From an optimization exercise on the open Yosys and OpenROAD flow, aimed at small area, a short achievable clock period and few clock cycles; shortcuts taken in it are not production practice. Only simulation tests tie the RTL to the original design; equivalence was not proved. Power is estimated from default activity; no workload was simulated.

==> design/flow/constraint.sdc <==
create_clock -name core_clock -period 12.0 [get_ports {clk}]
set_input_delay 2.4000 -clock core_clock [delete_from_list [all_inputs] [get_ports {clk}]]
set_output_delay 2.4000 -clock core_clock [all_outputs]
set_load 0.01 [all_outputs]
==> design/flow/config.mk <==
export PLATFORM = sky130hd
export DESIGN_NAME = pipeline
export DESIGN_NICKNAME = pipeline
export VERILOG_FILES = /design/flow/design.v
export SDC_FILE = /design/flow/constraint.sdc
export NUM_CORES = 8
export LEC_CHECK = 0
export CAP_MARGIN = 30
export CORE_MARGIN = 2
export CORE_UTILIZATION = 40
export SLEW_MARGIN = 30
export SYNTH_HIERARCHICAL = 1
==> design/flow/design.v <==
`timescale 1ns / 1ps
module pipeline (clk, reset, imem_addr, imem_rdata, dmem_addr, dmem_wdata, dmem_we, dmem_rdata);
    input           clk, reset;
    output  [31:0]  imem_addr;
    input   [31:0]  imem_rdata;
    output  [31:0]  dmem_addr, dmem_wdata;
    output          dmem_we;
    input   [31:0]  dmem_rdata;
    reg     [31:2]  pc;
    reg             d_v;
    reg     [31:0]  d_ir;
    reg             d_bt_c;      
    reg             e_wr, e_lw, e_sw, e_br, e_bne;
    reg             e_sub, e_and, e_or, e_slt;
    reg     [4:0]   e_rd;
    reg     [31:0]  e_a;         
    reg     [31:0]  e_b;         
    reg     [31:0]  e_c;         
    reg             e_pred;
    reg             m_wr, m_lw, m_we;
    reg     [4:0]   m_rd;
    reg     [31:0]  m_res, m_sd;
    wire            mispred;
    wire    [31:2]  e_alt;
    wire    [31:0]  res;
    wire            ld_use;
    wire    [31:0]  inst    = imem_rdata;
    wire    [31:2]  pc_next;
    wire            f_bt_c;
    fetch_next fnext(pc_next, f_bt_c, pc, inst, mispred, ld_use, e_alt);
    wire    [5:0]   op   = d_ir[31:26];
    wire    [5:0]   fn   = d_ir[5:0];
    wire    [4:0]   rs   = d_ir[25:21];
    wire    [4:0]   rt   = d_ir[20:16];
    wire    [4:0]   rdf  = d_ir[15:11];
    wire    [15:0]  imm  = d_ir[15:0];
    wire            is_r    = op == 6'h00;
    wire            is_beq  = op == 6'h04;
    wire            is_bne  = op == 6'h05;
    wire            is_addi = op == 6'h08;
    wire            is_andi = op == 6'h0C;
    wire            is_lw   = op == 6'h23;
    wire            is_sw   = op == 6'h2B;
    wire            is_br   = is_beq | is_bne;
    wire            use_rs  = is_r | is_br | is_addi | is_andi | is_lw | is_sw;
    wire            use_rt  = is_r | is_br | is_sw;
    wire            wr_rt   = is_addi | is_andi | is_lw;
    wire    [4:0]   dst     = is_r ? rdf : (wr_rt ? rt : 5'd0);
    wire            f_add   = is_r & (fn == 6'h20);
    wire            f_sub   = is_r & (fn == 6'h22);
    wire            f_or    = is_r & (fn == 6'h25);
    wire            f_slt   = is_r & (fn == 6'h2A);
    wire            f_and   = (is_r & ~f_add & ~f_sub & ~f_or & ~f_slt) | is_andi;
    wire    [31:0]  w_data  = m_lw ? dmem_rdata : m_res;
    reg     [31:0]  rf [1:31];
    reg     [31:1]  rf_v;
    wire    [31:1]  wsel, rd_en, sel_a, sel_b;
    genvar          g;
    generate
        for (g = 1; g < 32; g = g + 1) begin : rfw
            assign wsel[g]  = m_wr && m_rd == g;
            assign rd_en[g] = rf_v[g] && !wsel[g];
            assign sel_a[g] = rd_en[g] && rs == g;
            assign sel_b[g] = rd_en[g] && rt == g;
            always @(posedge clk)
                if (wsel[g])
                    rf[g] <= w_data;
        end
    endgenerate
    always @(posedge clk or posedge reset) begin
        if (reset)
            rf_v <= 31'b0;
        else
            rf_v <= rf_v | wsel;
    end
    wire            byp_a   = m_wr && m_rd == rs && rs != 5'd0;
    wire            byp_b   = m_wr && m_rd == rt && rt != 5'd0;
    reg     [31:0]  r_a, r_b;
    integer         i;
    always @* begin
        r_a = {32{byp_a}} & w_data;
        r_b = {32{byp_b}} & w_data;
        for (i = 1; i < 32; i = i + 1) begin
            r_a = r_a | ({32{sel_a[i]}} & rf[i]);
            r_b = r_b | ({32{sel_b[i]}} & rf[i]);
        end
    end
    wire            fwd_a   = e_wr && !e_lw && e_rd == rs;
    wire            fwd_b   = e_wr && !e_lw && e_rd == rt;
    wire    [31:0]  v_a     = fwd_a ? res : r_a;
    wire    [31:0]  v_b     = fwd_b ? res : r_b;
    assign          ld_use  = d_v && e_wr && e_lw && ((use_rs && e_rd == rs) || (use_rt && e_rd == rt));
    wire    [31:0]  ext     = {{16{imm[15]}}, imm};
    wire            d_back  = (imm[15:8] == 8'hFF) & d_bt_c;
    wire    [31:2]  br_alt  = d_back ? pc - ext[29:0] : pc + ext[29:0];
    wire            d_pred  = is_br & d_back;
    wire            d_go    = d_v && !ld_use && !mispred;
    wire    [32:0]  sum     = {1'b0, e_a} + {1'b0, e_b ^ {32{e_sub}}} + {32'b0, e_sub};
    assign          res     = e_and ? (e_a & e_b) :
                              e_or  ? (e_a | e_b) :
                              e_slt ? {31'b0, ~sum[32]} :
                                      sum[31:0];
    wire            eq      = e_a == e_c;
    wire            taken   = eq ^ e_bne;
    assign          mispred = e_br && (taken ^ e_pred);
    assign          e_alt   = e_b[29:0];
    always @(posedge clk or posedge reset) begin
        if (reset) begin
            pc      <= 30'b0;
            d_v     <= 1'b0;
            e_wr    <= 1'b0;
            e_lw    <= 1'b0;
            e_sw    <= 1'b0;
            e_br    <= 1'b0;
            m_wr    <= 1'b0;
            m_we    <= 1'b0;
        end else begin
            pc      <= pc_next;
            if (!ld_use)
                d_v <= !mispred;
            e_wr    <= d_go && dst != 5'd0;
            e_lw    <= d_go && is_lw;
            e_sw    <= d_go && is_sw;
            e_br    <= d_go && is_br;
            m_wr    <= e_wr;
            m_we    <= e_sw;
        end
    end
    always @(posedge clk) begin
        if (!ld_use) begin
            d_ir    <= inst;
            d_bt_c  <= f_bt_c;
        end
        e_rd        <= dst;
        e_bne       <= is_bne;
        e_pred      <= d_pred;
        e_sub       <= f_sub | f_slt;
        e_and       <= f_and;
        e_or        <= f_or;
        e_slt       <= f_slt;
        e_a         <= v_a;
        e_b         <= is_r ? v_b : (is_br ? {2'b00, br_alt} : ext);
        e_c         <= v_b;
        m_lw        <= e_lw;
        m_rd        <= e_rd;
        m_res       <= res;
        m_sd        <= e_c;
    end
    assign imem_addr  = {pc, 2'b00};
    assign dmem_addr  = m_res;
    assign dmem_wdata = m_sd;
    assign dmem_we    = m_we;
endmodule
module fetch_next(pc_next, bt_c, pc, inst, mispred, ld_use, e_alt);
    output  [31:2]  pc_next;
    output          bt_c;
    input   [31:2]  pc;
    input   [31:0]  inst;
    input           mispred, ld_use;
    input   [31:2]  e_alt;
    wire            f_j     = inst[31:26] == 6'h02;
    wire            f_br    = inst[31:27] == 5'b00010;       
    wire    [31:2]  pc_inc  = pc + 30'd1;
    wire    [8:0]   bt_lo   = {1'b0, pc_inc[9:2]} + {1'b0, inst[7:0]};
    wire            f_pred  = f_br & (inst[15:8] == 8'hFF) & bt_lo[8];
    wire    [31:2]  btgt    = {pc_inc[31:10], bt_lo[7:0]};
    assign          bt_c    = bt_lo[8];
    wire            s_alt   = mispred;
    wire            s_hold  = !mispred && ld_use;
    wire            s_j     = !mispred && !ld_use && f_j;
    wire            s_bt    = !mispred && !ld_use && f_pred;
    wire            s_inc   = !mispred && !ld_use && !f_j && !f_pred;
    assign          pc_next = ({30{s_alt}}  & e_alt) |
                              ({30{s_hold}} & pc) |
                              ({30{s_j}}    & {pc_inc[31:28], inst[25:0]}) |
                              ({30{s_bt}}   & btgt) |
                              ({30{s_inc}}  & pc_inc);
endmodule
==> design/flow/flow/run.sh <==
#!/bin/bash
# Own flow: the standard synthesis and layout with these changes:
#  - timing repair is asked for more setup slack than the 12 ns clock needs,
#    so that it shortens the paths (SETUP_SLACK_MARGIN);
#  - port buffers are buf_2 rather than the slow delay buffer picked by default;
set -euo pipefail
cd "$(dirname "${BASH_SOURCE[0]}")/.."
bash standard.sh synth > synth.log 2>&1
bash standard.sh \
    SETUP_SLACK_MARGIN=8.2 TNS_END_PERCENT=100 \
    "BUFFER_PORTS_ARGS=-buffer_cell sky130_fd_sc_hd__buf_2" \
    CTS_CLUSTER_SIZE=20 CTS_CLUSTER_DIAMETER=100 CTS_BUF_LIST=sky130_fd_sc_hd__clkbuf_16 \
    finish > layout.log 2>&1
==> design/flow/standard.sh <==
#!/bin/bash
# synth_recipe.tcl (not shown) runs the flow's synth.tcl, then flattens the netlist and writes it again
# the make line also repeats each setting of config.mk as NAME=value (left out here)
make -C /OpenROAD-flow-scripts/flow DESIGN_CONFIG=/design/flow/config.mk WORK_HOME=/design/flow/orfs CLKGATE_MAP_FILE= SYNTH_SCRIPT=/design/flow/synth_recipe.tcl "${@:-finish}"
==> results of run 1 <==
[modules after synthesis (local to each module, per instance)]
module	cells inside	cell area (um^2)
fetch_next	284	1890
pipeline	4114	55200
[path summary, 6_finish.rpt]
path | start | to | slack [ns]
max | d_ir[24]$_DFFE_PN_ | e_a[5]$_DFF_P_ | 8.05
min | e_sw$_DFF_PP0_ | m_we$_DFF_PP0_ | 0.37
max reg2reg | d_ir[24]$_DFFE_PN_ | e_a[5]$_DFF_P_ | 8.05
min reg2reg | e_sw$_DFF_PP0_ | m_we$_DFF_PP0_ | 0.37
max in group asynchronous | reset | m_wr$_DFF_PP0_ | 9.48
min in group asynchronous | reset | pc[7]$_DFF_PP0_ | 1.88
[routing by layer]
layer / vias to the layer above / track usage (%) / share of wire [%]
met2: 5495 / 54.4 / 40
met4: 34 / 27.4 / 9.7
li1: 18500 / - / -
met3: 1742 / 19.8 / 18
met5: - / 0.728 / 0.19
met1: 24300 / 44.3 / 32
[cells by family (layout without fill, tap and decap cells)]
family	count (synthesis)	after routing	synth area share [%]
compound gates	1529	1529	20.3
xor+xnor	173	173	2.67
fa+ha+maj	77	77	1.73
flops	1270	1270	63.1
mux	41	41	0.767
simple gates	923	923	8.72
buf+inv	384	719	2.72
other cells	1	17	0.00657
[power breakdown]
| part | total, uW | leakage (uW) | internal, uW | switching [uW] |
|---|---|---|---|---|
| Sequential | 5080 | 0.0116 | 4920 | 162 |
| Clock | 2820 | 0.00131 | 1220 | 1600 |
| Combinational | 1370 | 0.00933 | 518 | 854 |
| Total | 9270 | 0.0222 | 6650 | 2610 |
[layout make-up]
class	instances	area [um^2]	area share (%)
flip-flops and latches	1270	36100	54.9
diodes	15	37.5	0.0571
clock inverters	63	409	0.622
inverters	91	357	0.542
clock buffers	77	1930	2.93
repair buffers	485	3630	5.51
multi-input cells	2745	20900	31.8
repair inverters	3	15.0	0.0228
well taps	1890	2360	3.59
[what timing repair did]
item | 4_1_cts | 5_1_grt
buffers inserted | 71 | 63
endpoints found under the setup margin | 165 | 85
cloned | 3 | 3
pin swaps | 22 | 46
hold buffers | 0 | 0
gates resized for setup | 131 | 153
[synthesized netlist by cell type (all sizes together), types with 74 or more instances]
cell and instances:
nand2 134, buf 80, nand4 184, nand3 94
a22o 208, inv 89, nor2 167, nor3 112
a22oi 498, xor2 84, a21oi 215, dfxtp 177
ha 74, xnor2 89, a221oi 212, edfxtp 1025
clkbuf 213, o21ai 110
[flip-flops by register name (all words and copies together), names as in the netlist, 30 cells and up]
signal,flops
rf,992
d_ir,32
e_a,32
e_b,32
e_c,32
m_res,32
m_sd,32
rf_v,31
pc,30
[metrics by stage]
step,total power [uW],setup slack (ns)
2_1_floorplan,5850,8.19
3_3_place_gp,6330,6.49
3_5_place_dp,6340,7.09
4_1_cts,9120,8.00
5_1_grt,9480,8.01
6_report,9270,8.05
==> results.txt, run 1 <==
Req. time, crit path=12.58 ns; Reg clk slew, reported paths=about 0.090 ns; Starting Density=about 40%; drt wl/cell=43.9 um; EDFF count, synth=1,025; CTS buffer count=76; antenna violations before repair=20; Fmax=0.253 GHz; starting DRC count in detailed routing=11,400; final instance area=65,800 um^2; Setup-failing EPs final=0; Final Slew Violations=0; Critical Path Fanout Max=19; worst hold slack=roughly 0.37 ns; CP endpoint kind=flip-flop; chip width=between 300 and 400 um; Largest stage delay, worst path=0.71 ns; status=timing/DRC/antenna clean; vias in the first global route=about 47,000; final non-filler cell total=6,639; first-pass GRT wire length=387 mm; Die ar.=146,000 um^2; Yosys top cell by area=edfxtp_1; synthesized flop and latch total=between 1,000 and 1,500; DRT Wirelength=292 mm; Worst Path Buf+Inv=2; gr ovfl total=0; Max Cap Viol=0; TritonCTS clock tree=built; pwr/cell area=141 nW/um^2; worst vdd ir=0.000121 V; Async S/R FF share, synth=approximately 5.4%; share of the synthesized area in the top cell type=53.9%; Setup CP Type=reg2reg; clock sinks=approximately 1,300; most frequent cells in the layout=edfxtp_1 (1,025), a22oi_1 (497), buf_4 (282); Fin Setup TNS=0 ns; Slew @ Worst Pin=approximately 1.2 ns; post-synthesis sequential area ratio=63.1%; post-DR vias/cell=between 7 and 8; synth unique cells=93; startpoint types=flip-flop; nets=4,815; placed cell count=6,344; commonest non-fill, non-tap cell in the layout=edfxtp_1; clk buf depth=3; Final Wtd Congestion=0.994; DP Wirelength=between 150 and 200 mm; crit share post-route=32.9%; most frequent cell on the critical path=buf_4; largest net degree at the start of global routing=69; gr usage total=38.4%; Clk Latency, worst-skew pair=between 0.7 and 0.8 ns; CP cell instances=nand2b_1 -> or2_2 -> nor3_2 -> buf_4 -> buf_4 -> a22o_1 -> a221oi_1 -> nand4_1 -> nor3_1 -> a21oi_1; RSZ-0062 raised after global routing=true; type of the worst min-delay path=reg2reg; H-Tree Depth=3; I/O Pins=163; area grow syn2layout=15.3%; port bufs=160; Die H=382 um; FF-to-FF path depth=10; DP Area=61,200 um^2; fraction of final layout cells sized beyond drive strength 1=20.0%; Final Hold Violating Endpoints=0; fillers=12,700; cell family with most CP delay=simple AND/OR/NAND/NOR gates; critical path data arrival time=4.52 ns; final core occ=between 40% and 50%; Syn Area/Cell=13.0 um^2; Critical Path Stages=10; Slew headroom=20.5%; ys flop type=edfxtp_1; Period minus WS final=between 3 and 4 ns; Ys Warns=8; Vias=50,100; Antenna Nets Post-Route=0; Worst Skew=0.0589 ns; DRC=0; TritonRoute pass-1 iters=12; hold path cells=0; Synth Instances=4,398; Leak=0.0222 uW; root buf cell=clkbuf_16; # rows=between 100 and 150; CP max stage cell=edfxtp_1; top cells by area, synth=edfxtp_1 (54%), a22oi_1 (6.6%), dfxtp_1 (6.2%), a22o_1 (3.2%), a221oi_1 (3.2%); Mapped Area=about 57,000 um^2; Core Area=between 100,000 and 150,000 um^2
Testbench counts, summed over its fixed seeds: cycles 38,834.
==> run 2, diff against run 1 <==
--- a/design/flow/design.v
+++ b/design/flow/design.v
@@ -10,6 +10,7 @@
     reg             d_v;
     reg     [31:0]  d_ir;
     reg             d_bt_c;      
+    reg     [9:2]   d_pclo;      
     reg             e_wr, e_lw, e_sw, e_br, e_bne;
     reg             e_sub, e_and, e_or, e_slt;
     reg     [4:0]   e_rd;
@@ -27,7 +28,8 @@
     wire    [31:0]  inst    = imem_rdata;
     wire    [31:2]  pc_next;
     wire            f_bt_c;
-    fetch_next fnext(pc_next, f_bt_c, pc, inst, mispred, ld_use, e_alt);
+    wire    [9:2]   f_pclo;
+    fetch_next fnext(pc_next, f_bt_c, f_pclo, pc, inst, mispred, ld_use, e_alt);
     wire    [5:0]   op   = d_ir[31:26];
     wire    [5:0]   fn   = d_ir[5:0];
     wire    [4:0]   rs   = d_ir[25:21];
@@ -73,18 +75,19 @@
         else
             rf_v <= rf_v | wsel;
     end
+    wire    [32*31-1:0] rf_all;
+    generate
+        for (g = 1; g < 32; g = g + 1) begin : rfa
+            assign rf_all[32*(g-1) +: 32] = rf[g];
+        end
+    endgenerate
+    wire    [31:0]  t_a, t_b;
+    and_or_31 rda(t_a, sel_a, rf_all);
+    and_or_31 rdb(t_b, sel_b, rf_all);
     wire            byp_a   = m_wr && m_rd == rs && rs != 5'd0;
     wire            byp_b   = m_wr && m_rd == rt && rt != 5'd0;
-    reg     [31:0]  r_a, r_b;
-    integer         i;
-    always @* begin
-        r_a = {32{byp_a}} & w_data;
-        r_b = {32{byp_b}} & w_data;
-        for (i = 1; i < 32; i = i + 1) begin
-            r_a = r_a | ({32{sel_a[i]}} & rf[i]);
-            r_b = r_b | ({32{sel_b[i]}} & rf[i]);
-        end
-    end
+    wire    [31:0]  r_a     = byp_a ? w_data : t_a;
+    wire    [31:0]  r_b     = byp_b ? w_data : t_b;
     wire            fwd_a   = e_wr && !e_lw && e_rd == rs;
     wire            fwd_b   = e_wr && !e_lw && e_rd == rt;
     wire    [31:0]  v_a     = fwd_a ? res : r_a;
@@ -92,7 +95,7 @@
     assign          ld_use  = d_v && e_wr && e_lw && ((use_rs && e_rd == rs) || (use_rt && e_rd == rt));
     wire    [31:0]  ext     = {{16{imm[15]}}, imm};
     wire            d_back  = (imm[15:8] == 8'hFF) & d_bt_c;
-    wire    [31:2]  br_alt  = d_back ? pc - ext[29:0] : pc + ext[29:0];
+    wire    [31:2]  br_alt  = d_back ? {pc[31:10], d_pclo} : pc + {{14{imm[15]}}, imm};
     wire            d_pred  = is_br & d_back;
     wire            d_go    = d_v && !ld_use && !mispred;
     wire    [32:0]  sum     = {1'b0, e_a} + {1'b0, e_b ^ {32{e_sub}}} + {32'b0, e_sub};
@@ -130,6 +133,7 @@
         if (!ld_use) begin
             d_ir    <= inst;
             d_bt_c  <= f_bt_c;
+            d_pclo  <= f_pclo;
         end
         e_rd        <= dst;
         e_bne       <= is_bne;
@@ -151,9 +155,10 @@
     assign dmem_wdata = m_sd;
     assign dmem_we    = m_we;
 endmodule
-module fetch_next(pc_next, bt_c, pc, inst, mispred, ld_use, e_alt);
+module fetch_next(pc_next, bt_c, pclo, pc, inst, mispred, ld_use, e_alt);
     output  [31:2]  pc_next;
     output          bt_c;
+    output  [9:2]   pclo;
     input   [31:2]  pc;
     input   [31:0]  inst;
     input           mispred, ld_use;
@@ -165,6 +170,7 @@
     wire            f_pred  = f_br & (inst[15:8] == 8'hFF) & bt_lo[8];
     wire    [31:2]  btgt    = {pc_inc[31:10], bt_lo[7:0]};
     assign          bt_c    = bt_lo[8];
+    assign          pclo    = pc_inc[9:2];
     wire            s_alt   = mispred;
     wire            s_hold  = !mispred && ld_use;
     wire            s_j     = !mispred && !ld_use && f_j;
@@ -176,3 +182,16 @@
                               ({30{s_bt}}   & btgt) |
                               ({30{s_inc}}  & pc_inc);
 endmodule
+module and_or_31(out, sel, d);
+    output  [31:0]      out;
+    input   [31:1]      sel;
+    input   [32*31-1:0] d;
+    reg     [31:0]      r;
+    integer             i;
+    always @* begin
+        r = 32'b0;
+        for (i = 1; i < 32; i = i + 1)
+            r = r | ({32{sel[i]}} & d[32*(i-1) +: 32]);
+    end
+    assign out = r;
+endmodule
--- a/design/flow/flow/run.sh
+++ b/design/flow/flow/run.sh
@@ -7,7 +7,7 @@
 cd "$(dirname "${BASH_SOURCE[0]}")/.."
 bash standard.sh synth > synth.log 2>&1
 bash standard.sh \
-    SETUP_SLACK_MARGIN=8.2 TNS_END_PERCENT=100 \
+    SETUP_SLACK_MARGIN=8.4 TNS_END_PERCENT=100 \
     "BUFFER_PORTS_ARGS=-buffer_cell sky130_fd_sc_hd__buf_2" \
     CTS_CLUSTER_SIZE=20 CTS_CLUSTER_DIAMETER=100 CTS_BUF_LIST=sky130_fd_sc_hd__clkbuf_16 \
     finish > layout.log 2>&1
==> results.txt, run 2 <==
status=timing/DRC/antenna clean; CTS buffer count=75 (-1.3%); I/O Pins=163 (unchanged); starting DRC count in detailed routing=7,606 (-33%); Clk Latency, worst-skew pair=0.71 ns (-0.03 ns); crit share post-route=30.6% (-2.3 points); port bufs=160 (unchanged); CP endpoint kind=output port; Setup WS post-layout=8.33 ns (+0.275 ns); max reg flops=992 (unchanged); Slew @ Worst Pin=1.04 ns (-0.154 ns); CP max stage cell=dfrtp_2; share of the synthesized area in the top cell type=53.3% (-0.62 points); worst vdd ir=0.0000959 V (-21%); Async S/R FF share, synth=5.32% (-0.034 points); root buf cell=clkbuf_16; TritonRoute pass-1 iters=10 (-2); fraction of final layout cells sized beyond drive strength 1=19.9% (-0.19 points); pwr/cell area=141 nW/um^2 (+0.33%); Fmax=0.272 GHz (+7.5%); commonest non-fill, non-tap cell in the layout=edfxtp_1; antenna violations before repair=29 (+45%); Mapped Area=58,200 um^2 (+2.0%); Die ar.=149,000 um^2 (+1.9%); FF-to-FF path depth=10 (unchanged); # rows=139 (+0.72%); gr usage total=29.8% (-8.5 points); largest net degree at the start of global routing=69 (unchanged); Ys Warns=9 (+1); Fin Setup TNS=0 ns (unchanged); Post-CTS Hold Buffers=0 (unchanged); synth unique cells=93 (unchanged); fillers=12,800 (+0.81%); post-DR vias/cell=6.84 (-9.3%); most common cell in the synthesized netlist=edfxtp_1; critical path data arrival time=1.27 ns (-3.25 ns); hold path start=e_c[6]$_DFF_P_; TritonCTS clock tree=built; Largest stage delay, worst path=0.44 ns (-0.27 ns); Final Hold Violating Endpoints=0 (unchanged); DRT Wirelength=231 mm (-21%); R2R Path Start=d_ir[23]$_DFFE_PN_; clock sinks=1,278 (+0.63%); Final Slew Violations=0 (unchanged); clk buf depth=3 (unchanged); DP Wirelength=143 mm (-14%); top cells by area, synth=edfxtp_1 (53%), a22oi_1 (10%), dfxtp_1 (6.1%), dfrtp_1 (2.9%), nand4_1 (1.7%); CP cell instances=buf_6; Req. time, crit path=9.60 ns (-2.98 ns); gr ovfl total=0 (unchanged); type of the worst min-delay path=reg2reg; nets=4,812 (-0.062%); Period minus WS final=3.67 ns (-0.275 ns); H-Tree Depth=3 (unchanged); Commonest cells post-synth=edfxtp_1 (1,033), a22oi_1 (776), clkbuf_1 (238); area grow syn2layout=13.8%; Slew headroom=30.7% (+10 points); Final Wtd Congestion=0.939 (-5.5%); Reg clk slew, reported paths=0.09 ns (about the same); Yosys top cell by area=edfxtp_1; hold path cells=0 (unchanged); synthesized flop and latch total=1,278 (+0.63%); EDFF count, synth=1,033 (+0.78%); ys flop type=edfxtp_1; CP startpoint=pc[20]$_DFF_PP0_; Starting Density=40.4% (+0.099 points); placed cell count=6,392 (+0.76%); DRC=0 (unchanged); Critical Path Fanout Max=2 (-17); startpoint types=flip-flop; DP Area=61,500 um^2 (+0.54%); chip width=385 um (+0.96%); RSZ-0062 raised after global routing=true; Max Cap Viol=0 (unchanged); Vias=45,200 (-9.7%); final instance area=66,200 um^2 (+0.62%); Die H=385 um (+0.96%); most frequent cells in the layout=edfxtp_1 (1,033), a22oi_1 (768), nand3_1 (167); Synth Instances=4,498 (+2.3%); Worst Skew=0.0282 ns (-0.0307 ns); Core Area=144,000 um^2 (+1.7%); worst reg2reg setup slack=8.35 ns (+0.30 ns); cell family with most CP delay=flip-flops; final non-filler cell total=6,610 (-0.44%); first-pass GRT wire length=316 mm (-18%); Worst Path Buf+Inv=1 (-1); Leak=0.0223 uW (+0.13%); Largest Register=rf; Setup-failing EPs final=0 (unchanged); Antenna Nets Post-Route=0 (unchanged); vias in the first global route=42,900 (-8.2%); Syn Area/Cell=12.9 um^2 (-0.31%); post-synthesis sequential area ratio=62.3% (-0.80 points); DP Worst Slack=7.42 ns (+0.328 ns); drt wl/cell=34.9 um (-20%); Critical Path Stages=1 (-9); Setup CP Type=reg2out
==> run 2: changes by cell type after synthesis, sizes merged, moves of 64 or more <==
cell / delta
or4: +64
nand3: +84
a221oi: -140
a22o: -138
a21oi: -73
a22oi: +278
==> run 2: layer usage <==
layer  routed length (um)  global-route usage [%]
met3                28600                    7.79
met4                11100                    13.3
met5                   67                       0
met1                86000                    38.4
met2               105000                    47.3
==> run 2: what timing repair did <==
item / in CTS / in global routing
gates resized for setup: 270 / 168
buffers inserted: 50 / 36
setup endpoints to repair: 192 / 336
pin swaps: 11 / 55
gates cloned: 0 / 9
==> run 2: cell families after synthesis <==
kind of cell             share of synthesized area [%]
AND/OR/NAND/NOR                                   9.20
multiplexers                                      1.36
other                                          0.00645
AO/OA/AOI/OAI                                     19.8
buffers and inverters                             3.02
flip-flops                                        62.3
XOR/XNOR                                          2.47
adder cells (fa/ha/maj)                           1.80
==> run 2: metrics by stage <==
stage          hold slack (ns)  total power, uW  util (%)
6_report                 0.361             9360      46.0
5_1_grt                  0.365             9640      46.0
4_1_cts                  0.354             9270      45.2
3_5_place_dp             0.336             6450      42.7
3_3_place_gp             0.332             6440      42.7
2_1_floorplan            0.331             5960         -
==> run 2: worst paths after layout <==
kind,to
setup / recovery,imem_addr[20]
hold / removal,m_sd[6]$_DFF_P_
setup reg to reg,e_a[31]$_DFF_P_
hold reg to reg,m_sd[6]$_DFF_P_
max in group asynchronous,pc[29]$_DFF_PP0_
min in group asynchronous,pc[2]$_DFF_PP0_
==> run 2: final cells by class <==
type                            instances  area, um^2  area share, %
Sequential cell                      1278       36400           55.0
Tap cell                             1903        2380           3.60
Multi-Input combinational cell       2813       21400           32.3
Timing Repair Buffer                  377        3280           4.95
Timing Repair inverter                  5        32.5         0.0491
Clock inverter                         34         270          0.408
Antenna cell                            8        20.0         0.0302
Clock buffer                           78        1950           2.95
Inverter                              114         465          0.703
==> run 2: report_power, final <==
group / internal, uW / switching (uW)
registers: 4980 / 105
clock network: 1210 / 1520
logic: 587 / 949
==> run 2: modules after synthesis, one instance, submodules excluded <==
| module | copies in the design | cells | cell area (um^2) | flops+latches |
|---|---|---|---|---|
| pipeline | 1 | 2753 | 45500 | 1278 |
| fetch_next | 1 | 279 | 1960 | 0 |
| and_or_31 | 2 | 733 | 5340 | 0 |
Testbench counts of run 2, summed over its fixed seeds: cycles 38,834.
==> run 3, diff against run 2 <==
--- a/design/flow/design.v
+++ b/design/flow/design.v
@@ -18,6 +18,7 @@
     reg     [31:0]  e_b;         
     reg     [31:0]  e_c;         
     reg             e_pred;
+    reg             e_skip1;     
     reg             m_wr, m_lw, m_we;
     reg     [4:0]   m_rd;
     reg     [31:0]  m_res, m_sd;
@@ -29,7 +30,8 @@
     wire    [31:2]  pc_next;
     wire            f_bt_c;
     wire    [9:2]   f_pclo;
-    fetch_next fnext(pc_next, f_bt_c, f_pclo, pc, inst, mispred, ld_use, e_alt);
+    wire            f_nseq;
+    fetch_next fnext(pc_next, f_bt_c, f_pclo, f_nseq, pc, inst, mispred, ld_use, e_alt);
     wire    [5:0]   op   = d_ir[31:26];
     wire    [5:0]   fn   = d_ir[5:0];
     wire    [4:0]   rs   = d_ir[25:21];
@@ -97,7 +99,8 @@
     wire            d_back  = (imm[15:8] == 8'hFF) & d_bt_c;
     wire    [31:2]  br_alt  = d_back ? {pc[31:10], d_pclo} : pc + {{14{imm[15]}}, imm};
     wire            d_pred  = is_br & d_back;
-    wire            d_go    = d_v && !ld_use && !mispred;
+    wire            d_go    = d_v && !ld_use && !mispred && !skip1;
+    wire            d_br    = is_br && imm != 16'd0;
     wire    [32:0]  sum     = {1'b0, e_a} + {1'b0, e_b ^ {32{e_sub}}} + {32'b0, e_sub};
     assign          res     = e_and ? (e_a & e_b) :
                               e_or  ? (e_a | e_b) :
@@ -105,7 +108,8 @@
                                       sum[31:0];
     wire            eq      = e_a == e_c;
     wire            taken   = eq ^ e_bne;
-    assign          mispred = e_br && (taken ^ e_pred);
+    wire            skip1   = e_br && taken && e_skip1;
+    assign          mispred = e_br && (taken ^ e_pred) && !e_skip1;
     assign          e_alt   = e_b[29:0];
     always @(posedge clk or posedge reset) begin
         if (reset) begin
@@ -124,7 +128,7 @@
             e_wr    <= d_go && dst != 5'd0;
             e_lw    <= d_go && is_lw;
             e_sw    <= d_go && is_sw;
-            e_br    <= d_go && is_br;
+            e_br    <= d_go && d_br;
             m_wr    <= e_wr;
             m_we    <= e_sw;
         end
@@ -138,6 +142,7 @@
         e_rd        <= dst;
         e_bne       <= is_bne;
         e_pred      <= d_pred;
+        e_skip1     <= imm == 16'd1 && !f_nseq;
         e_sub       <= f_sub | f_slt;
         e_and       <= f_and;
         e_or        <= f_or;
@@ -155,10 +160,11 @@
     assign dmem_wdata = m_sd;
     assign dmem_we    = m_we;
 endmodule
-module fetch_next(pc_next, bt_c, pclo, pc, inst, mispred, ld_use, e_alt);
+module fetch_next(pc_next, bt_c, pclo, nseq, pc, inst, mispred, ld_use, e_alt);
     output  [31:2]  pc_next;
     output          bt_c;
     output  [9:2]   pclo;
+    output          nseq;        
     input   [31:2]  pc;
     input   [31:0]  inst;
     input           mispred, ld_use;
@@ -171,6 +177,7 @@
     wire    [31:2]  btgt    = {pc_inc[31:10], bt_lo[7:0]};
     assign          bt_c    = bt_lo[8];
     assign          pclo    = pc_inc[9:2];
+    assign          nseq    = f_j | f_pred;
     wire            s_alt   = mispred;
     wire            s_hold  = !mispred && ld_use;
     wire            s_j     = !mispred && !ld_use && f_j;
==> results.txt, run 3 <==
TritonRoute pass-1 iters=9 (-1); I/O Pins=163 (unchanged); commonest non-fill, non-tap cell in the layout=edfxtp_1; type of the worst min-delay path=reg2reg; chip width=386 um (about the same); gr ovfl total=0 (unchanged); synth unique cells=98 (+5.4%); Vias=45,900 (+1.5%); Final Hold Violating Endpoints=0 (unchanged); # rows=140 (+0.72%); Clk Latency, worst-skew pair=0.73 ns (+0.02 ns); TritonCTS clock tree=built; crit share post-route=32.5% (+1.9 points); Async S/R FF share, synth=5.32% (about the same); clock power share=28.4% (-0.8 points); area share of fa/ha/maj cells after synthesis=1.80% (-0.0029 points); Synth Instances=4,541 (+0.96%); Max Cap Viol=0 (unchanged); EDFF count, synth=1,033 (unchanged); sw frac=28.5% (+1.1 points); Largest Register=rf; max reg flops=992 (unchanged); RSZ-0062 raised after global routing=true; P_sw=2710 uW (+5.3%); drt wl/cell=35.5 um (+1.5%); Yosys top cell by area=edfxtp_1; gr usage total=30.2% (+0.42 points); post-synthesis sequential area ratio=62.3% (-0.066 points); clock sinks=1,279 (+0.078%); Starting Density=40.1% (-0.27 points); H-Tree Depth=3 (unchanged); Setup-failing EPs final=0 (unchanged); Fmax=0.257 GHz (-5.7%); first-pass GRT wire length=320 mm (+1.2%); DP Wirelength=146 mm (+2.3%); ys flop type=edfxtp_1; startpoint types=input port; worst vdd ir=0.0000984 V (+2.6%); Worst Skew=0.0409 ns (+0.0127 ns); cell internal pwr=6780 uW (about the same); root buf cell=clkbuf_16; Commonest cells post-synth=edfxtp_1 (1,033), a22oi_1 (780), clkbuf_1 (232); top cells by area, synth=edfxtp_1 (53%), a22oi_1 (10%), dfxtp_1 (6.1%), dfrtp_1 (2.9%), ha_1 (1.7%); Reg clk slew, reported paths=0.10 ns (about the same); DRC=0 (unchanged); critical path data arrival time=4.17 ns (+2.90 ns); CP endpoint kind=flip-flop; vias in the first global route=42,400 (-1.2%); antenna violations before repair=18 (-38%); most common cell in the synthesized netlist=edfxtp_1; synthesized flop and latch total=1,279 (+0.078%); Ys Warns=9 (unchanged); Synth Area in Simple Gates=9.16% (-0.038 points); status=timing/DRC/antenna clean; Synth Area in Compound Gates=20.2% (+0.35 points); fillers=12,700 (-0.11%); Setup CP Type=in2reg; Antenna Nets Post-Route=0 (unchanged); clk buf depth=3 (unchanged); Final Slew Violations=0 (unchanged); most frequent cells in the layout=edfxtp_1 (1,033), a22oi_1 (761), buf_4 (218); starting DRC count in detailed routing=7,927 (+4.2%); Synth Area in XOR/XNOR=2.46% (-0.0040 points); area grow syn2layout=15.7%; final core occ=46.4% (+0.47 points); largest net degree at the start of global routing=63 (-8.7%); post-synthesis mux area share=1.03% (-0.34 points); post-DR vias/cell=6.81 (-0.50%); Die H=386 um (about the same); Final Wtd Congestion=1.01 (+7.8%); Flop pwr share=54.1% (-0.3 points); worst hold slack=0.364 ns (+0.00255 ns); Pwr Total=9490 uW (+1.4%); Syn Area/Cell=12.8 um^2 (-0.79%); nets=4,934 (+2.5%); Core Area=145,000 um^2 (+0.84%); Slew @ Worst Pin=1.10 ns (+0.0626 ns); Period minus WS final=3.89 ns (+0.223 ns); Die ar.=149,000 um^2 (+0.16%); largest family of logic cells by synthesized area=compound AO/OA/AOI/OAI gates; pwr/cell area=141 nW/um^2 (-0.48%); share of the synthesized area in the top cell type=53.2% (-0.086 points); Leak=0.0231 uW (+3.9%); CTS buffer count=74 (-1.3%); port bufs=160 (unchanged); fraction of final layout cells sized beyond drive strength 1=21.3% (+1.4 points); Slew headroom=26.6% (-4.1 points); Critical Path Fanout Max=15 (+13); Logic pwr share=17.5% (+1.1 points); Fin Setup TNS=0 ns (unchanged); Mapped Area=58,300 um^2 (+0.16%); DRT Wirelength=239 mm (+3.6%); Req. time, crit path=12.28 ns (+2.68 ns)
-- run 3: cell types whose count changed in the layout (fill, tap and decap cells not counted), moves of 13 or more --
| cell | before | now |
|---|---|---|
| buf_6 | 88 | 117 |
| buf_4 | 165 | 218 |
| nand2_1 | 150 | 186 |
| o211ai_1 | 29 | 44 |
| dfxtp_2 | 31 | 44 |
| a221o_1 | 12 | 26 |
| a21o_1 | 44 | 29 |
| nor2_1 | 106 | 86 |
| buf_2 | 93 | 78 |
| nor3b_1 | 21 | 5 |
| o221ai_2 | 13 | 0 |
-- run 3: path summary, 6_finish.rpt --
| kind | to | from | slack, ns | depth (start not counted) |
|---|---|---|---|---|
| max in group asynchronous | pc[6]$_DFF_PP0_ | reset | 9.59 | 4 |
| max | rf[11][18]$_DFFE_PP_ | dmem_rdata[18] | 8.11 | 3 |
| min | m_we$_DFF_PP0_ | e_sw$_DFF_PP0_ | 0.36 | 0 |
| min reg2reg | m_we$_DFF_PP0_ | e_sw$_DFF_PP0_ | 0.36 | 0 |
| min in group asynchronous | rf_v[28]$_DFF_PP0_ | reset | 1.79 | 3 |
| max reg2reg | e_b[5]$_DFF_P_ | m_wr$_DFF_PP0_ | 8.14 | 14 |
-- run 3: kinds of logic after synthesis --
group                      count (synthesis)
AOI/OAI and AO/OA                       1536
DFF                                     1279
and+or+nand+nor                          990
buffers and inverters                    431
xor gates and xnor gates                 164
adders and majority gates                 82
muxes                                     58
other                                      1
-- run 3: what timing repair did --
action                                 4_1_cts  5_1_grt
setup buffers                               90       71
hold buffers                                 0        0
pin swaps                                   27       73
endpoints found under the hold margin        0        0
gates cloned                                 5       16
setup endpoints to repair                  216      340
gates resized for setup                    338      207
-- run 3: Yosys stat by module (local to each module, per instance) --
| module | copies in the design | area (um^2) | cells inside |
|---|---|---|---|
| pipeline | 1 | 45700 | 2787 |
| and_or_31 | 2 | 5340 | 733 |
| fetch_next | 1 | 1900 | 288 |
-- run 3: area by class of cell --
type                            count  area, um^2  area share [%]
Inverter                          129         518           0.768
Sequential cell                  1279       36400            54.0
Tap cell                         1917        2400            3.56
Antenna cell                        4        10.0          0.0148
Clock buffer                       75        1880            2.78
Clock inverter                     39         279           0.414
Timing Repair inverter              8        47.5          0.0705
Timing Repair Buffer              462        4330            6.42
Multi-Input combinational cell   2832       21500            31.9
-- run 3: critical path, cell delays in order --
cell and delay [ns]:
buf_2 0.10, mux2i_2 0.76, clkinvlp_2 0.89
-- run 3: through the flow --
stage	instances	setup WS, ns	area, um^2
finish	6745	8.11	67400
global route	6741	8.16	67400
CTS	6647	8.22	65700
floorplan	4542	7.76	58400
global placement	6436	7.43	61600
detailed placement	6438	7.33	61600
-- run 3: power groups by stage --
stage / logic, uW / clock network [uW] / registers (uW)
after floorplan: 778 / 0 / 5200
after global placement: 1270 / 0 / 5290
after detailed placement: 1270 / 0 / 5280
after CTS: 1540 / 2700 / 5130
after global routing: 1740 / 2860 / 5130
final: 1660 / 2700 / 5130
-- run 3: metal layers --
metal / part of all wire (%) / GRT usage (%) / vias up / wire [um]
met1: 36 / 39.0 / 23000 / 86200
met5: 0.023 / 0 / - / 54
met2: 44 / 46.2 / 3446 / 105000
met4: 6.9 / 16.7 / 8 / 16500
li1: - / - / 18900 / -
met3: 13 / 8.07 / 618 / 31200
Testbench counts of run 3, summed over its fixed seeds: cycles 38,424.
==> run 4, diff against run 3 <==
==> design/flow/flow/run.sh (replaced) <==
#!/bin/bash
# Own flow: the standard synthesis and layout with these changes:
#  - timing repair is asked for more setup slack than the 12 ns clock needs,
#    so that it shortens the paths (SETUP_SLACK_MARGIN), working on the worst
#    half of the failing endpoints (TNS_END_PERCENT);
#  - floorplan removes synthesis's buffers instead of a first repair pass;
#  - port buffers are buf_2 rather than the slow delay buffer picked by default;
#  - larger clock-tree sink clusters, so fewer clock buffers;
set -euo pipefail
cd "$(dirname "${BASH_SOURCE[0]}")/.."
bash standard.sh synth > synth.log 2>&1
# the platform's don't-use list, and the cells repair may not use here
DU=""
for c in \
          probe_p_8 probec_p_8 lpflow_bleeder_1 lpflow_clkbufkapwr_1 lpflow_clkbufkapwr_16 \
          lpflow_clkbufkapwr_2 lpflow_clkbufkapwr_4 lpflow_clkbufkapwr_8 lpflow_clkinvkapwr_1 \
          lpflow_clkinvkapwr_16 lpflow_clkinvkapwr_2 lpflow_clkinvkapwr_4 lpflow_clkinvkapwr_8 \
          lpflow_decapkapwr_12 lpflow_decapkapwr_3 lpflow_decapkapwr_4 lpflow_decapkapwr_6 \
          lpflow_decapkapwr_8 lpflow_inputiso0n_1 lpflow_inputiso0p_1 lpflow_inputiso1n_1 \
          lpflow_inputiso1p_1 lpflow_inputisolatch_1 lpflow_isobufsrc_1 lpflow_isobufsrc_16 \
          lpflow_isobufsrc_2 lpflow_isobufsrc_4 lpflow_isobufsrc_8 lpflow_isobufsrckapwr_16 \
          lpflow_lsbuf_lh_hl_isowell_tap_1 lpflow_lsbuf_lh_hl_isowell_tap_2 \
          lpflow_lsbuf_lh_hl_isowell_tap_4 lpflow_lsbuf_lh_isowell_4 \
          lpflow_lsbuf_lh_isowell_tap_1 lpflow_lsbuf_lh_isowell_tap_2 \
          lpflow_lsbuf_lh_isowell_tap_4 \
         clkinvlp_2 clkinvlp_4 clkdlybuf4s15_1 clkdlybuf4s15_2 clkdlybuf4s18_1 clkdlybuf4s18_2 \
         clkdlybuf4s25_1 clkdlybuf4s25_2 clkdlybuf4s50_1 clkdlybuf4s50_2 dlygate4sd1_1 \
         dlygate4sd2_1 dlygate4sd3_1 dlymetal6s2s_1 dlymetal6s4s_1 dlymetal6s6s_1; do
    DU="$DU sky130_fd_sc_hd__$c"
done
echo "DONT_USE_CELLS=$DU" > dont_use.log
bash standard.sh \
    SETUP_SLACK_MARGIN=8.4 TNS_END_PERCENT=50 REMOVE_ABC_BUFFERS=1 \
    "BUFFER_PORTS_ARGS=-buffer_cell sky130_fd_sc_hd__buf_2" \
    CTS_CLUSTER_SIZE=20 CTS_CLUSTER_DIAMETER=100 CTS_BUF_LIST=sky130_fd_sc_hd__clkbuf_16 \
    "DONT_USE_CELLS=$DU" \
    finish > layout.log 2>&1
==> results.txt, run 4 <==
status=timing/DRC/antenna clean; DRC=0 (unchanged); Ys Warns=9 (unchanged); area grow syn2layout=12.9%; top cells by area, synth=edfxtp_1 (53%), a22oi_1 (10%), dfxtp_1 (6.1%), dfrtp_1 (2.9%), ha_1 (1.7%); post-synthesis sequential area ratio=62.3% (unchanged); most common cell in the synthesized netlist=edfxtp_1; Synth Area in Simple Gates=9.16% (unchanged); share of the synthesized area in the top cell type=53.2% (unchanged); final non-filler cell total=6,706 (-0.58%); CTS buffer count=76 (+2.7%); synthesized flop and latch total=1,279 (unchanged); critical path data arrival time=4.32 ns (+0.15 ns); Die ar.=149,000 um^2 (unchanged); drt wl/cell=34.4 um (-3.1%); Core Area=145,000 um^2 (unchanged); clk buf depth=3 (unchanged); ys flop type=edfxtp_1; Die H=386 um (unchanged); Mapped Area=58,300 um^2 (unchanged); startpoint types=flip-flop; Period minus WS final=3.74 ns (-0.152 ns); Largest stage delay, worst path=0.54 ns (-0.35 ns); DRT Wirelength=230 mm (-3.7%); crit share post-route=31.2% (-1.3 points); port bufs=160 (unchanged); DP Wirelength=150 mm (+2.5%); Worst R2R End=e_b[23]$_DFF_P_; Critical Path Stages=13 (+10); Slew headroom=30.3% (+3.7 points); synth unique cells=98 (unchanged); Final Hold Violating Endpoints=0 (unchanged); Reg clk slew, reported paths=0.09 ns (about the same); Setup CP Type=reg2reg; Setup-failing EPs final=0 (unchanged); largest family of logic cells by synthesized area=compound AO/OA/AOI/OAI gates; type of the worst min-delay path=reg2reg; CP endpoint kind=flip-flop; cell family with most CP delay=compound AO/OA/AOI/OAI gates; first-pass GRT wire length=320 mm (-0.14%); Synth Area in XOR/XNOR=2.46% (unchanged); Slew @ Worst Pin=1.04 ns (-0.0578 ns); Synth Area in Compound Gates=20.2% (unchanged); gr usage total=30.0% (-0.25 points); EDFF count, synth=1,033 (unchanged); post-synthesis mux area share=1.03% (unchanged); largest net degree at the start of global routing=63 (unchanged); max reg flops=992 (unchanged); Endpoint, Worst Hold=m_we$_DFF_PP0_; CP cell instances=nor2b_4 -> nand3_4 -> buf_1 -> o21ai_2 -> nor3_2 -> buf_8 -> a22oi_2 -> nand4_1 -> or4_1 -> o211ai_1 -> o311ai_2 -> a221oi_1 -> o21ai_0; Fmax=0.267 GHz (+4.1%); starting DRC count in detailed routing=7,713 (-2.7%); fraction of final layout cells sized beyond drive strength 1=17.9% (-3.4 points); worst reg2reg setup slack=8.26 ns (+0.12 ns); hold path cells=0 (unchanged); Synth Instances=4,541 (unchanged); chip width=386 um (unchanged); Fin Setup TNS=0 ns (unchanged); placed cell count=6,447 (+0.14%); Starting Density=40.1% (unchanged); Largest Register=rf; worst vdd ir=0.0000992 V (+0.81%); post-DR vias/cell=6.83 (+0.36%); Clk Latency, worst-skew pair=0.74 ns (about the same); hold path start=e_sw$_DFF_PP0_; gr ovfl total=0 (unchanged); TritonCTS clock tree=built; Req. time, crit path=12.58 ns (+0.30 ns); Final Wtd Congestion=0.992 (-2.1%); TritonRoute pass-1 iters=9 (unchanged); RSZ-0062 raised after global routing=true; pwr/cell area=142 nW/um^2 (+1.0%); H-Tree Depth=3 (unchanged); R2R Path Start=m_wr$_DFF_PP0_; Worst Path Buf+Inv=2 (unchanged); root buf cell=clkbuf_16; FF-to-FF path depth=13 (-1); Async S/R FF share, synth=5.32% (unchanged); Syn Area/Cell=12.8 um^2 (unchanged); Max Cap Viol=0 (unchanged); Yosys top cell by area=edfxtp_1; most frequent cells in the layout=edfxtp_1 (1,033), a22oi_1 (771), buf_2 (200); Leak=0.0225 uW (-2.9%); Critical Path Fanout Max=32 (+17); commonest non-fill, non-tap cell in the layout=edfxtp_1; vias in the first global route=42,800 (+0.80%); Final Slew Violations=0 (unchanged); area share of fa/ha/maj cells after synthesis=1.80% (unchanged); Worst Skew=0.0637 ns (+0.0228 ns); I/O Pins=163 (unchanged); Vias=45,800 (-0.22%); antenna violations before repair=23 (+5); Antenna Nets Post-Route=0 (unchanged); CP max stage cell=or4_1; nets=4,895 (-0.79%); clock sinks=1,279 (unchanged); Commonest cells post-synth=edfxtp_1 (1,033), a22oi_1 (780), clkbuf_1 (232); # rows=140 (unchanged)
==> run 4: cell counts after synthesis <==
Identical to the previous run, type by type.
==> run 4: per-module statistics from Yosys (local to each module, per instance) <==
module / flip-flops and latches / cells inside / copies in the design
and_or_31: 0 / 733 / 2
pipeline: 1279 / 2787 / 1
fetch_next: 0 / 288 / 1
==> run 4: how the worst max path moves through the flow <==
stage                                  start         endpoint  slack (ns)
after floorplan               m_wr$_DFF_PP0_  e_c[30]$_DFF_P_        5.49
after global placement        imem_rdata[26]  pc[3]$_DFF_PP0_        7.13
after detailed placement      imem_rdata[26]  pc[4]$_DFF_PP0_        7.16
after CTS                  m_res[16]$_DFF_P_    dmem_addr[16]        8.26
after global routing      d_ir[16]$_DFFE_PN_  e_b[28]$_DFF_P_        8.20
final                         m_wr$_DFF_PP0_  e_b[23]$_DFF_P_        8.26
==> run 4: timing repair <==
action | CTS | global route
gates cloned | 0 | 2
pin swaps | 23 | 37
buffers inserted | 84 | 47
hold endpoints to repair | 0 | 0
setup endpoints to repair | 249 | 272
hold buffers | 0 | 0
gates resized for setup | 239 | 173
==> run 4: per-layer routing <==
| layer | share of wire (%) | vias to the layer above | GRT usage [%] |
|---|---|---|---|
| met2 | 43 | 3349 | 44.7 |
| li1 | - | 18800 | - |
| met1 | 39 | 23100 | 41.3 |
| met4 | 4.3 | 20 | 11.5 |
| met3 | 13 | 547 | 8.71 |
| met5 | 0.055 | - | 0 |
==> run 4: cell families (layout without fill, tap and decap cells) <==
group | Yosys count | after routing
other cells | 1 | 7
mux | 58 | 58
flops | 1279 | 1279
buf+inv | 431 | 673
simple gates | 990 | 990
fa+ha+maj | 82 | 82
xor+xnor | 164 | 164
compound gates | 1536 | 1536
==> run 4: layout make-up <==
type | instances | area, um^2
inverters | 129 | 492
multi-input cells | 2832 | 21200
clock buffers | 77 | 1930
diodes | 5 | 12.5
clock inverters | 38 | 327
fillers | 13000 | 79400
well taps | 1917 | 2400
flip-flops and latches | 1279 | 36400
repair buffers | 429 | 3000
==> run 4: stage by stage <==
step / instance area [um^2] / setup slack [ns] / hold WS (ns) / power [uW] / utilization [%]
finish: 65800 / 8.26 / 0.353 / 9350 / 45.3
global route: 65800 / 8.20 / 0.360 / 9640 / 45.3
CTS: 64800 / 8.26 / 0.356 / 9250 / 44.7
detailed placement: 61400 / 7.16 / 0.337 / 6480 / 42.3
global placement: 61300 / 7.13 / 0.336 / 6480 / 42.2
floorplan: 56900 / 5.49 / 0.331 / 5970 / -
==> run 4: report_power, final <==
group / switching (uW) / total (uW) / internal, uW
Sequential: 103 / 5090 / 4980
Clock: 1530 / 2760 / 1230
Combinational: 982 / 1510 / 529
==> run 5, diff against run 4 <==
--- a/design/flow/design.v
+++ b/design/flow/design.v
@@ -83,22 +83,20 @@
             assign rf_all[32*(g-1) +: 32] = rf[g];
         end
     endgenerate
-    wire    [31:0]  t_a, t_b;
-    and_or_31 rda(t_a, sel_a, rf_all);
-    and_or_31 rdb(t_b, sel_b, rf_all);
     wire            byp_a   = m_wr && m_rd == rs && rs != 5'd0;
     wire            byp_b   = m_wr && m_rd == rt && rt != 5'd0;
-    wire    [31:0]  r_a     = byp_a ? w_data : t_a;
-    wire    [31:0]  r_b     = byp_b ? w_data : t_b;
     wire            fwd_a   = e_wr && !e_lw && e_rd == rs;
     wire            fwd_b   = e_wr && !e_lw && e_rd == rt;
-    wire    [31:0]  v_a     = fwd_a ? res : r_a;
-    wire    [31:0]  v_b     = fwd_b ? res : r_b;
+    wire    [31:0]  e_a_d, e_b_d, e_c_d, e_a_d2;
+    wire    [31:0]  e_b_imm;
+    read_port rpa(e_a_d, e_a_d2, sel_a, rf_all, byp_a, fwd_a, 1'b1, w_data, res, 32'b0);
+    read_port rpb(e_c_d, e_b_d, sel_b, rf_all, byp_b, fwd_b, is_r, w_data, res, e_b_imm);
     assign          ld_use  = d_v && e_wr && e_lw && ((use_rs && e_rd == rs) || (use_rt && e_rd == rt));
     wire    [31:0]  ext     = {{16{imm[15]}}, imm};
     wire            d_back  = (imm[15:8] == 8'hFF) & d_bt_c;
     wire    [31:2]  br_alt  = d_back ? {pc[31:10], d_pclo} : pc + {{14{imm[15]}}, imm};
     wire            d_pred  = is_br & d_back;
+    assign          e_b_imm = is_br ? {2'b00, br_alt} : ext;
     wire            d_go    = d_v && !ld_use && !mispred && !skip1;
     wire            d_br    = is_br && imm != 16'd0;
     wire    [32:0]  sum     = {1'b0, e_a} + {1'b0, e_b ^ {32{e_sub}}} + {32'b0, e_sub};
@@ -147,9 +145,9 @@
         e_and       <= f_and;
         e_or        <= f_or;
         e_slt       <= f_slt;
-        e_a         <= v_a;
-        e_b         <= is_r ? v_b : (is_br ? {2'b00, br_alt} : ext);
-        e_c         <= v_b;
+        e_a         <= e_a_d;
+        e_b         <= e_b_d;
+        e_c         <= e_c_d;
         m_lw        <= e_lw;
         m_rd        <= e_rd;
         m_res       <= res;
@@ -189,10 +187,12 @@
                               ({30{s_bt}}   & btgt) |
                               ({30{s_inc}}  & pc_inc);
 endmodule
-module and_or_31(out, sel, d);
-    output  [31:0]      out;
+module read_port(out, out2, sel, d, byp, fwd, use_reg, wd, res, other);
+    output  [31:0]      out, out2;
     input   [31:1]      sel;
     input   [32*31-1:0] d;
+    input               byp, fwd, use_reg;
+    input   [31:0]      wd, res, other;
     reg     [31:0]      r;
     integer             i;
     always @* begin
@@ -200,5 +200,6 @@
         for (i = 1; i < 32; i = i + 1)
             r = r | ({32{sel[i]}} & d[32*(i-1) +: 32]);
     end
-    assign out = r;
+    assign out  = fwd ? res : (byp ? wd : r);
+    assign out2 = use_reg ? out : other;
 endmodule
==> results.txt, run 5 <==
Setup-failing EPs final=0 (unchanged); Final Wtd Congestion=0.945 (-4.6%); Req. time, crit path=9.60 ns (-2.98 ns); clock power share=28.8% (-0.7 points); Synth Instances=4,483 (-1.3%); met3 Usage GRT=5.12% (-3.6 points); P_sw=2610 uW (-0.36%); Slew headroom=30.6% (+0.31 points); startpoint types=flip-flop; Logic pwr share=16.7% (+0.5 points); I/O Pins=163 (unchanged); fillers=13,100 (+0.29%); drt wl/cell=32.6 um (-5.1%); Critical Path Fanout Max=6 (-81%); Core Area=145,000 um^2 (+0.12%); worst vdd ir=0.000108 V (+9.4%); Period minus WS final=3.73 ns (-0.0164 ns); first-pass GRT wire length=302 mm (-5.5%); Setup CP Type=reg2out; Final Hold Violating Endpoints=0 (unchanged); fraction of final layout cells sized beyond drive strength 1=18.3% (+0.48 points); Largest Register=rf; Final Slew Violations=0 (unchanged); area grow syn2layout=12.1%; TritonCTS clock tree=built; Syn Area/Cell=13.0 um^2 (+1.6%); Ys Warns=9 (unchanged); crit share post-route=31.1% (-0.14 points); most frequent cells in the layout=edfxtp_1 (1,033), a22oi_1 (338), a22o_1 (299); antenna violations before repair=1 (-96%); gr usage total=28.0% (-2.0 points); Fin Setup TNS=0 ns (unchanged); Flop pwr share=54.5% (about the same); met1 Use GR=36.0% (-5.3 points); cell family with most CP delay=flip-flops; cell internal pwr=6750 uW (+0.22%); H-Tree Depth=3 (unchanged); vias in the first global route=42,100 (-1.5%); grt peak-use layer=met2; pwr/cell area=143 nW/um^2 (+0.49%); commonest non-fill, non-tap cell in the layout=edfxtp_1; nets=4,822 (-1.5%); starting DRC count in detailed routing=5,550 (-28%); DRT Wirelength=216 mm (-6.1%); type of the worst min-delay path=reg2reg; CTS buffer count=75 (-1.3%); RSZ-0062 raised after global routing=true; gr ovfl total=0 (unchanged); largest net degree at the start of global routing=79 (+25%); final non-filler cell total=6,635 (-1.1%); status=timing/DRC/antenna clean; TritonRoute pass-1 iters=6 (-3); Starting Density=40.2% (+0.079 points); clk buf depth=3 (unchanged); Leak=0.0221 uW (-1.5%); critical path data arrival time=1.33 ns (-2.99 ns); Antenna Nets Post-Route=0 (unchanged); root buf cell=clkbuf_16; clock sinks=1,279 (unchanged); Clk Latency, worst-skew pair=0.73 ns (about the same); max reg flops=992 (unchanged); CP endpoint kind=output port; DP Wirelength=138 mm (-7.9%); Slew @ Worst Pin=1.04 ns (-0.00224 ns); CP max stage cell=dfrtp_2; hold path cells=0 (unchanged); CP cell instances=buf_6; chip width=386 um (+0.16%); port bufs=160 (unchanged); Fmax=0.268 GHz (+0.44%); Vias=44,200 (-3.5%); Worst Skew=0.0271 ns (-0.0366 ns); Die ar.=149,000 um^2 (+0.31%); FF-to-FF path depth=15 (+2); Reg clk slew, reported paths=0.09 ns (about the same); Largest stage delay, worst path=0.47 ns (-0.07 ns); worst reg2reg setup slack=8.36 ns (+0.10 ns); Worst Path Buf+Inv=1 (-1); placed cell count=6,376 (-1.1%); sw frac=27.8% (-0.12 points); post-DR vias/cell=6.67 (-2.4%); Die H=386 um (+0.16%); Max Cap Viol=0 (unchanged); Mapped Area=58,500 um^2 (+0.32%); DRC=0 (unchanged); met2 Track Usage GR=45.6% (+0.95 points); Critical Path Stages=1 (-12); # rows=140 (unchanged)
[run 5: changes by cell type in the layout (fill, tap and decap cells not counted), moves of 58 or more]
cell,before,now
nor2b_1,19,115
a22o_1,70,299
a221oi_1,14,289
a22oi_1,771,338
o21ai_0,114,56
a222oi_1,68,0
o31ai_1,9,98
[run 5: timing repair]
item                       CTS  global route
pin swaps                   14            39
hold buffers                 0             0
setup buffers               41           102
resized for setup          113           190
hold endpoints to repair     0             0
gates cloned                 1             1
setup endpoints to repair  224           188
[run 5: area by class of cell]
cell class                 instances  area [um^2]  share of cell area, %
timing repair buffer             426         2610                   3.99
clock inverter                    33          240                  0.367
tap                             1917         2400                   3.66
multi-input combinational       2836        21700                   33.2
sequential                      1279        36400                   55.5
clock buffer                      76         1900                   2.90
antenna                            4         10.0                 0.0153
inverter                          64          249                  0.380
[run 5: through the flow]
stage                     total power, uW  setup slack (ns)  area (um^2)  utilization [%]  hold WS, ns
final                                9360              8.27        65500             45.1        0.349
after global routing                 9650              8.25        65500             45.1        0.365
after CTS                            9120              8.20        64300             44.3        0.360
after detailed placement             6420              6.98        61600             42.4        0.341
after global placement               6420              7.03        61500             42.3        0.335
after floorplan                      5960              5.61        57100                -        0.331
[run 5: worst paths after layout]
path | startpoint | endpoint
setup / recovery | pc[16]$_DFF_PP0_ | imem_addr[16]
hold / removal | e_c[12]$_DFF_P_ | m_sd[12]$_DFF_P_
setup reg to reg | pc[9]$_DFF_PP0_ | e_b[27]$_DFF_P_
hold reg to reg | e_c[12]$_DFF_P_ | m_sd[12]$_DFF_P_
max in group asynchronous | reset | pc[31]$_DFF_PP0_
min in group asynchronous | reset | e_wr$_DFF_PP0_
[run 5: layer usage]
layer  up-vias  part of all wire (%)
met5         -                0.0060
met4         2                   5.3
met3       550                   9.8
met2      2710                    47
met1     22300                    38
li1      18700                     -
[run 5: power by group through the flow]
| stage | clock [uW] | combinational [uW] | sequential [uW] |
|---|---|---|---|
| global placement | 0 | 1180 | 5240 |
| detailed placement | 0 | 1190 | 5240 |
| CTS | 2720 | 1280 | 5120 |
| global route | 2870 | 1680 | 5110 |
| floorplan | 0 | 772 | 5190 |
| finish | 2690 | 1570 | 5100 |
Testbench counts of run 5, summed over its fixed seeds: cycles 38,424.
==> run 6, diff against run 5 <==
--- a/design/flow/design.v
+++ b/design/flow/design.v
@@ -66,9 +66,11 @@
             assign rd_en[g] = rf_v[g] && !wsel[g];
             assign sel_a[g] = rd_en[g] && rs == g;
             assign sel_b[g] = rd_en[g] && rt == g;
+            wire    [31:0]  rf_d;
+            wire            nwsel = !wsel[g];
+            hold_or_load hl [31:0] (rf_d, wsel[g], nwsel, w_data, rf[g]);
             always @(posedge clk)
-                if (wsel[g])
-                    rf[g] <= w_data;
+                rf[g] <= rf_d;
         end
     endgenerate
     always @(posedge clk or posedge reset) begin
@@ -203,3 +205,8 @@
     assign out  = fwd ? res : (byp ? wd : r);
     assign out2 = use_reg ? out : other;
 endmodule
+module hold_or_load(out, ld, keep, d, q);
+    output  out;
+    input   ld, keep, d, q;
+    assign  out = (ld & d) | (keep & q);
+endmodule
==> results.txt, run 6 <==
status=timing/DRC/antenna clean; TritonCTS clock tree=built; RSZ-0062 raised after global routing=true; clock sinks=1,279 (unchanged); CP endpoint kind=flip-flop; Fmax=0.267 GHz (-0.43%); sw frac=30.6% (+2.8 points); H-Tree Depth=3 (unchanged); crit share post-route=31.2% (+0.14 points); Starting Density=40.2% (about the same); type of the worst min-delay path=reg2reg; final core occ=45.3% (+0.26 points); gr usage total=34.6% (+6.6 points); Mapped Area=57,600 um^2 (-1.4%); cell internal pwr=6210 uW (-8.1%); Vias=54,900 (+24%); Largest Register=rf; # rows=139 (-0.71%); DP Wirelength=174 mm (+26%); I/O Pins=163 (unchanged); CTS buffer count=76 (+1.3%); commonest non-fill, non-tap cell in the layout=a22o_1; Reg clk slew, reported paths=0.09 ns (about the same); hold path start=e_sw$_DFF_PP0_; Post-Route M1 WL=104 mm (+27%); area grow syn2layout=12.7%; clk buf depth=3 (unchanged); worst vdd ir=0.000149 V (+37%); Logic pwr share=17.5% (+0.8 points); drt wl/cell=34.8 um (+6.8%); Setup-failing EPs final=0 (unchanged); Clk Latency, worst-skew pair=0.74 ns (about the same); Core Area=143,000 um^2 (-1.4%); most frequent cells in the layout=a22o_1 (1,296), dfxtp_1 (1,160), a22oi_1 (332); antenna violations before repair=6 (+5); CP startpoint=d_ir[23]$_DFFE_PN_; DRC=0 (unchanged); CP max stage cell=nor3_2; vias in the first global route=50,200 (+19%); nets=5,902 (+22%); Flop pwr share=51.6% (-2.9 points); CP cell instances=or3b_2 -> nor3_2 -> buf_4 -> a221oi_1 -> nand4_1 -> nor3_2 -> o31ai_1; Leak=0.0246 uW (+11%); R2R Path Start=d_ir[23]$_DFFE_PN_; P_sw=2740 uW (+5.0%); Final Slew Violations=0 (unchanged); Synth Instances=5,563 (+24%); Worst Skew=0.0386 ns (+0.0115 ns); Slew headroom=23.7% (-6.9 points); root buf cell=clkbuf_16; Setup CP Type=reg2reg; starting DRC count in detailed routing=8,079 (+46%); post-DR vias/cell=7.14 (+7.1%); chip width=384 um (-0.72%); Die H=384 um (-0.72%); max reg flops=992 (unchanged); Final Hold Violating Endpoints=0 (unchanged); TritonRoute pass-1 iters=7 (+1); Die ar.=147,000 um^2 (-1.4%); WL met3=34.8 mm (+64%); clock power share=30.9% (+2.1 points); gr ovfl total=0 (unchanged); Ys Warns=9 (unchanged); Largest stage delay, worst path=0.77 ns (+0.30 ns); DRT Wirelength=268 mm (+24%); first-pass GRT wire length=376 mm (+25%); Slew @ Worst Pin=1.14 ns (+0.102 ns); largest net degree at the start of global routing=62 (-22%); fraction of final layout cells sized beyond drive strength 1=15.5% (-2.9 points); pwr/cell area=138 nW/um^2 (-3.6%); most frequent cell on the critical path=nor3_2; Syn Area/Cell=10.4 um^2 (-21%); Fin Setup TNS=0 ns (unchanged); Final Wtd Congestion=1.02 (+8.0%); Setup WS post-layout=8.26 ns (-0.0163 ns); DP Worst Slack=7.42 ns (+0.448 ns); Critical Path Fanout Max=23 (+17); startpoint types=flip-flop; critical path data arrival time=4.38 ns (+3.05 ns); Req. time, crit path=12.63 ns (+3.03 ns); Max Cap Viol=0 (unchanged); port bufs=160 (unchanged); highest metal used=met5; Antenna Nets Post-Route=0 (unchanged); Period minus WS final=3.74 ns (+0.0163 ns); DR WL met2=113 mm (+11%)
==> run 6: per-stage QoR <==
stage / power, uW / cell area (um^2) / instances / hold WS [ns]
3_3_place_gp: 6060 / 60600 / 7467 / 0.336
2_1_floorplan: 5540 / 56200 / 5252 / 0.331
5_1_grt: 9190 / 64900 / 7690 / 0.362
4_1_cts: 8810 / 63700 / 7626 / 0.360
6_report: 8940 / 64900 / 7691 / 0.361
3_5_place_dp: 6060 / 60700 / 7467 / 0.348
==> run 6: path summary, 6_finish.rpt <==
kind                                 endpoint  slack [ns]  depth (start not counted)
setup / recovery              e_a[19]$_DFF_P_        8.26                          7
hold / removal                 m_we$_DFF_PP0_        0.36                          0
setup reg to reg              e_a[19]$_DFF_P_        8.26                          7
hold reg to reg                m_we$_DFF_PP0_        0.36                          0
max in group asynchronous  rf_v[18]$_DFF_PP0_        9.31                          3
min in group asynchronous     pc[3]$_DFF_PP0_        1.60                          2
==> run 6: routing by layer <==
metal  global-route usage [%]  vias to the layer above
met5                    0.682                        -
met3                     10.5                      737
met4                     17.7                        8
met2                     51.1                     3907
li1                         -                    23000
met1                     45.5                    27200
==> run 6: area by class of cell <==
type	instances	area, um^2
Fill cell	13500	78400
Multi-Input combinational cell	3893	31000
Sequential cell	1279	26400
Timing Repair Buffer	431	2660
Tap cell	1903	2380
Clock buffer	77	1930
Inverter	81	308
Clock inverter	26	233
Antenna cell	1	2.50
==> run 6: power by group through the flow <==
stage,clock network (uW),logic [uW],registers [uW]
2_1_floorplan,0,828,4710
3_3_place_gp,0,1280,4780
3_5_place_dp,0,1280,4780
4_1_cts,2770,1420,4620
5_1_grt,2910,1660,4630
6_report,2770,1560,4610
==> run 6: repair_timing <==
item	CTS	global route
pin swaps	26	40
setup buffers	55	58
hold buffers	0	0
setup endpoints to repair	222	206
gates cloned	1	0
resized for setup	157	164
==> run 6: worst max-delay path: cells and delay by family (launching register included) <==
| family | cells | cell delay (ns) |
|---|---|---|
| AND/OR/NAND/NOR | 4 | 2.00 |
| flip-flops | 1 | 0.62 |
| buffers and inverters | 1 | 0.55 |
| AO/OA/AOI/OAI | 2 | 0.46 |
Testbench counts of run 6, summed over its fixed seeds: cycles 38,424.

-- afterwards: timing with drivers on the ports --
The flow's constraints put no driver on any port. The routed layouts listed below were extracted and timed again, unchanged, in two steps. Step 1 sets driving cells, clkbuf_16 on the clock port and buf_2 on the other inputs (assumed; they add their load-dependent delay and slew). Step 2 adds t to the input delays and takes it off the output delays; t is the mean of the earliest and latest rising clock arrival at the registers after step 1. Input paths then give back, and output paths get back, about the clock's delay inside the block. a / b / c = no drivers / after step 1 / after step 2; a / b = the first two.
| run | shift t [ns] | setup WS [ns] | hold WS [ns] | worst setup path after step 2 |
|---|---|---|---|---|
| run 1 | 0.796 | 8.054 / 7.995 / 7.329 | 0.373 / 0.373 / 0.373 | input to register |
| run 2 | 0.774 | 8.328 / 8.252 / 7.619 | 0.361 / 0.361 / 0.361 | input to register |
| run 3 | 0.793 | 8.105 / 8.137 / 7.351 | 0.364 / 0.364 / 0.364 | input to register |
| run 4 | 0.788 | 8.257 / 8.243 / 7.543 | 0.353 / 0.353 / 0.353 | input to register |
| run 5 | 0.795 | 8.274 / 8.187 / 7.701 | 0.349 / 0.349 / 0.349 | input to register |
| run 6 | 0.787 | 8.257 / 8.224 / 7.624 | 0.361 / 0.361 / 0.361 | input to register |
After both steps setup and hold are still met in every run listed. For run 3, which loses most, drivers alone change the setup slack by +0.032 ns; drivers and shift together by -0.754 ns.
